Source: an optimization exercise on an open RTL-to-GDS flow (aim: small area, a short achievable clock period and few clock cycles per item). Production flows keep margins and buffers that such runs may drop. The RTL was checked by simulation tests, not by an equivalence proof against the original design. No activity file was given, so power comes from the tool's default toggle rates.

==> flow/design.v <==
module HP_FP_Pipelined_Adder (  
	input clk,
	input rst,
	input [15:0] in1,
	input [15:0] in2,
	input enable,
	output reg done,
	output [15:0] sum
);
	function automatic [13:0] skaddx14(input [13:0] a, input [13:0] b, input x);
		reg [13:0] g, p, G, P;
		integer i, l, j;
		begin
			g = a & b; p = a ^ b;
			G = g; P = p;
			for (l = 0; l < 4; l = l + 1)
				for (i = 0; i < 14; i = i + 1)
					if ((i >> l) & 1) begin
						j = ((i >> l) << l) - 1;
						G[i] = G[i] | (P[i] & G[j]);
						P[i] = P[i] & P[j];
					end
			skaddx14 = (p ^ {14{x}}) ^ {G[12:0], 1'b0};
		end
	endfunction
	reg busy;
	reg [18:0] R;
	wire [15:0] x1 = R[15:0];
	wire [15:0] x2 = in2;
	wire [4:0] e1 = x1[14:10];
	wire [4:0] e2 = x2[14:10];
	wire [10:0] ma1 = {|x1[14:0], x1[9:0]};
	wire [10:0] ma2 = {|x2[14:0], x2[9:0]};
	wire [5:0] d12 = {1'b0, e1} - {1'b0, e2};
	wire [4:0] d21 = e2 - e1;
	wire gt = d12[5];                  
	wire eq = (e1 == e2);
	wire [4:0] d = gt ? d21 : d12[4:0];
	wire swap = gt | (eq & (x2[9:0] > x1[9:0]));
	wire [10:0] mb = swap ? ma2 : ma1;
	wire [10:0] msr = swap ? ma1 : ma2;
	wire [4:0] eb = gt ? e2 : e1;
	wire [12:0] ms = {msr, 2'b00} >> d;
	wire sub = x1[15] ^ x2[15];
	wire [13:0] f = skaddx14({1'b0, mb, 2'b00} ^ {14{sub}}, {1'b0, ms}, sub);
	wire sb = swap ? x2[15] : x1[15];
	wire [4:0] er = R[17:13];
	wire [13:0] fr = {R[12:0], 1'b0};
	wire nz = |R[12:0];
	reg [13:0] lim;
	integer k;
	always @(*) for (k = 0; k < 14; k = k + 1) lim[k] = (er == 5'd12 - k);
	wire [13:0] mm = fr | lim;
	reg [3:0] t;
	integer i;
	always @(*) begin
		t = 4'd0;
		for (i = 0; i < 14; i = i + 1)
			if (mm[i]) t = 4'd13 - i[3:0];
	end
	wire [13:0] ns = fr << t;
	wire [4:0] en = nz ? (er + 5'd1 - {1'b0, t}) : 5'd0;
	assign sum = {R[18] & nz, en, ns[12:3]};
	always @(posedge clk) begin
		if (busy) R <= {sb, eb, f[13:1]};
		else if (enable) R[15:0] <= in1;
	end
	always @(posedge clk) begin
		if (rst) begin
			busy <= 1'b0;
			done <= 1'b0;
		end else if (busy) begin
			busy <= 1'b0;
			done <= 1'b1;
		end else if (enable) begin
			busy <= 1'b1;
			done <= 1'b0;
		end
	end
endmodule
clock: 6.0 ns
lec_check: 0
abc_area: 1
cap_margin: 20
core_margin: 2
core_utilization: 40
setup_slack_margin: 1.0
slew_margin: 20
standard.sh (not shown) runs the stock make flow with config.mk's settings and CLKGATE_MAP_FILE= SYNTH_SCRIPT=/design/flow/synth_recipe.tcl, a recipe that flattens the netlist after the stock synthesis.
==> flow/flow/run.sh <==
#!/bin/bash
# Standard layout with two changes:
# - synthesis is the standard synthesis script, run without ORFS's
#   full/half-adder extraction (ADDER_MAP_FILE empty), so that ABC maps the
#   arithmetic together with the rest of the logic; registers are mapped and
#   named exactly as in the standard synthesis;
# - the port buffers use a small fast buffer instead of the default
#   delay-buffer cell.
set -euo pipefail
W=$PWD
export BUFFER_PORTS_ARGS="-buffer_cell sky130_fd_sc_hd__buf_1"
make -C "$FLOW_HOME" DESIGN_CONFIG=$W/config.mk WORK_HOME=$W/orfs CLKGATE_MAP_FILE= SYNTH_SCRIPT=$W/synth_recipe.tcl ADDER_MAP_FILE= synth > synth.log 2>&1
bash standard.sh > standard.log 2>&1
The first run completed without violations.
Testbench counts at the start, summed over its fixed seeds: cycles 6,400, items 3,200.
Rerun with:
==> flow/flow/run.sh (replaced) <==
#!/bin/bash
# Standard layout, but the port buffers use a small fast buffer instead of the
# default delay-buffer cell.
set -euo pipefail
export BUFFER_PORTS_ARGS="-buffer_cell sky130_fd_sc_hd__buf_1"
bash standard.sh > standard.log 2>&1
- SETUP_SLACK_MARGIN: 1.0 -> 1.3
Design area grows by roughly a tenth.
Final cell count shrinks by a few percent.
Area after synthesis shrinks slightly.
Utilization grows by 4.5 points.
Total power grows by about a fifth.
Sequential cell count stays the same.
Register-to-register slack got worse by 0.13 ns.
Combinational power grows by a quarter to a third.
Fmax grows slightly.
Hold slack improved by 0.0096 ns.
Synthesized cell count shrinks by roughly a tenth.


// HP_FP_Pipelined_Adder: RTL as listed in full above, without the edits since
clock: 6.0 ns
lec_check: 0
abc_area: 1
cap_margin: 20
core_margin: 2
core_utilization: 40
setup_slack_margin: 1.6
slew_margin: 20
==> flow/flow/run.sh <==
#!/bin/bash
# Standard layout, but the port buffers use a small fast buffer instead of the
# default delay-buffer cell.
set -euo pipefail
export BUFFER_PORTS_ARGS="-buffer_cell sky130_fd_sc_hd__buf_1"
bash standard.sh > standard.log 2>&1
Testbench counts at the start, summed over its fixed seeds: cycles 6,400, items 3,200.
Rerun with:
- SETUP_SLACK_MARGIN: 1.6 -> 1.0
Outcome:
- The new run went through all stages and came out clean
- combinational power decreases by about 25%
- worst setup slack degrades by 0.37 ns
- final area decreases by 21%
- first-iteration DRC count decreases by 6.2%
- power decreases by about 20%
- clock skew hardly moves
- hold slack improves by 0.0067 ns
- routed wire length decreases by about 12%
- sequential share of layout area increases by 2.8 points
Rerun with:
==> flow/flow/run.sh (replaced) <==
#!/bin/bash
# Standard layout with two changes:
# - synthesis is the standard synthesis script, run without ORFS's
#   full/half-adder extraction (ADDER_MAP_FILE empty), so that ABC maps the
#   arithmetic together with the rest of the logic; registers are mapped and
#   named exactly as in the standard synthesis;
# - the port buffers use a small fast buffer instead of the default
#   delay-buffer cell.
set -euo pipefail
W=$PWD
export BUFFER_PORTS_ARGS="-buffer_cell sky130_fd_sc_hd__buf_1"
make -C "$FLOW_HOME" DESIGN_CONFIG=$W/config.mk WORK_HOME=$W/orfs CLKGATE_MAP_FILE= SYNTH_SCRIPT=$W/synth_recipe.tcl ADDER_MAP_FILE= synth > synth.log 2>&1
bash standard.sh > standard.log 2>&1
- SETUP_SLACK_MARGIN: 1.0 -> 1.5
Effect: Sequential cell count is unchanged. Clock-buffer cell count is unchanged. Setup slack improves by 0.40 ns. Total power shrinks by 4.5%.
Rerun with:
==> flow/flow/run.sh (replaced) <==
#!/bin/bash
# Standard layout, but the port buffers use a small fast buffer instead of the
# default delay-buffer cell.
set -euo pipefail
export BUFFER_PORTS_ARGS="-buffer_cell sky130_fd_sc_hd__buf_1"
bash standard.sh > standard.log 2>&1
- SETUP_SLACK_MARGIN: 1.5 -> 0.5
Register-to-register slack degrades by 0.90 ns.
Global-route usage falls by 1.1 points.
Area after synthesis decreases by 0.93%.
Die area is lower by 0.90%.
Power goes up by 2.4%.

re-timing with driven ports:
The flow's constraints put no driver on any port. The routed layouts listed below were extracted and timed again, unchanged, in two steps. Step 1 assumes that a clkbuf_16 drives the clock port and a buf_2 every other input. Step 2 moves the port delays by t, midway between the first and last clock arrival at a register: inputs arrive t later, outputs are due t later. That takes back most of the time a late clock gives input paths. Slacks: no drivers / after step 1 / after step 2; pairs: no drivers / after step 1.
run	t, ns	setup slack, ns	worst setup path at the end	pins driven straight from the clock port
the first run of note 1	0.301	1.420 / 1.400 / 1.127	input to register	1
the second run of note 1	0.301	1.452 / 1.455 / 1.154	input to register	1
the first run of note 2	0.282	1.644 / 1.628 / 1.346	input to register	1
the second run of note 2	0.300	1.271 / 1.274 / 0.974	input to register	1
the third run of note 2	0.300	1.667 / 1.638 / 1.513	input to register	1
the fourth run of note 2	0.301	0.956 / 0.959 / 0.658	input to register	1
After both steps setup and hold are still met in every run listed.
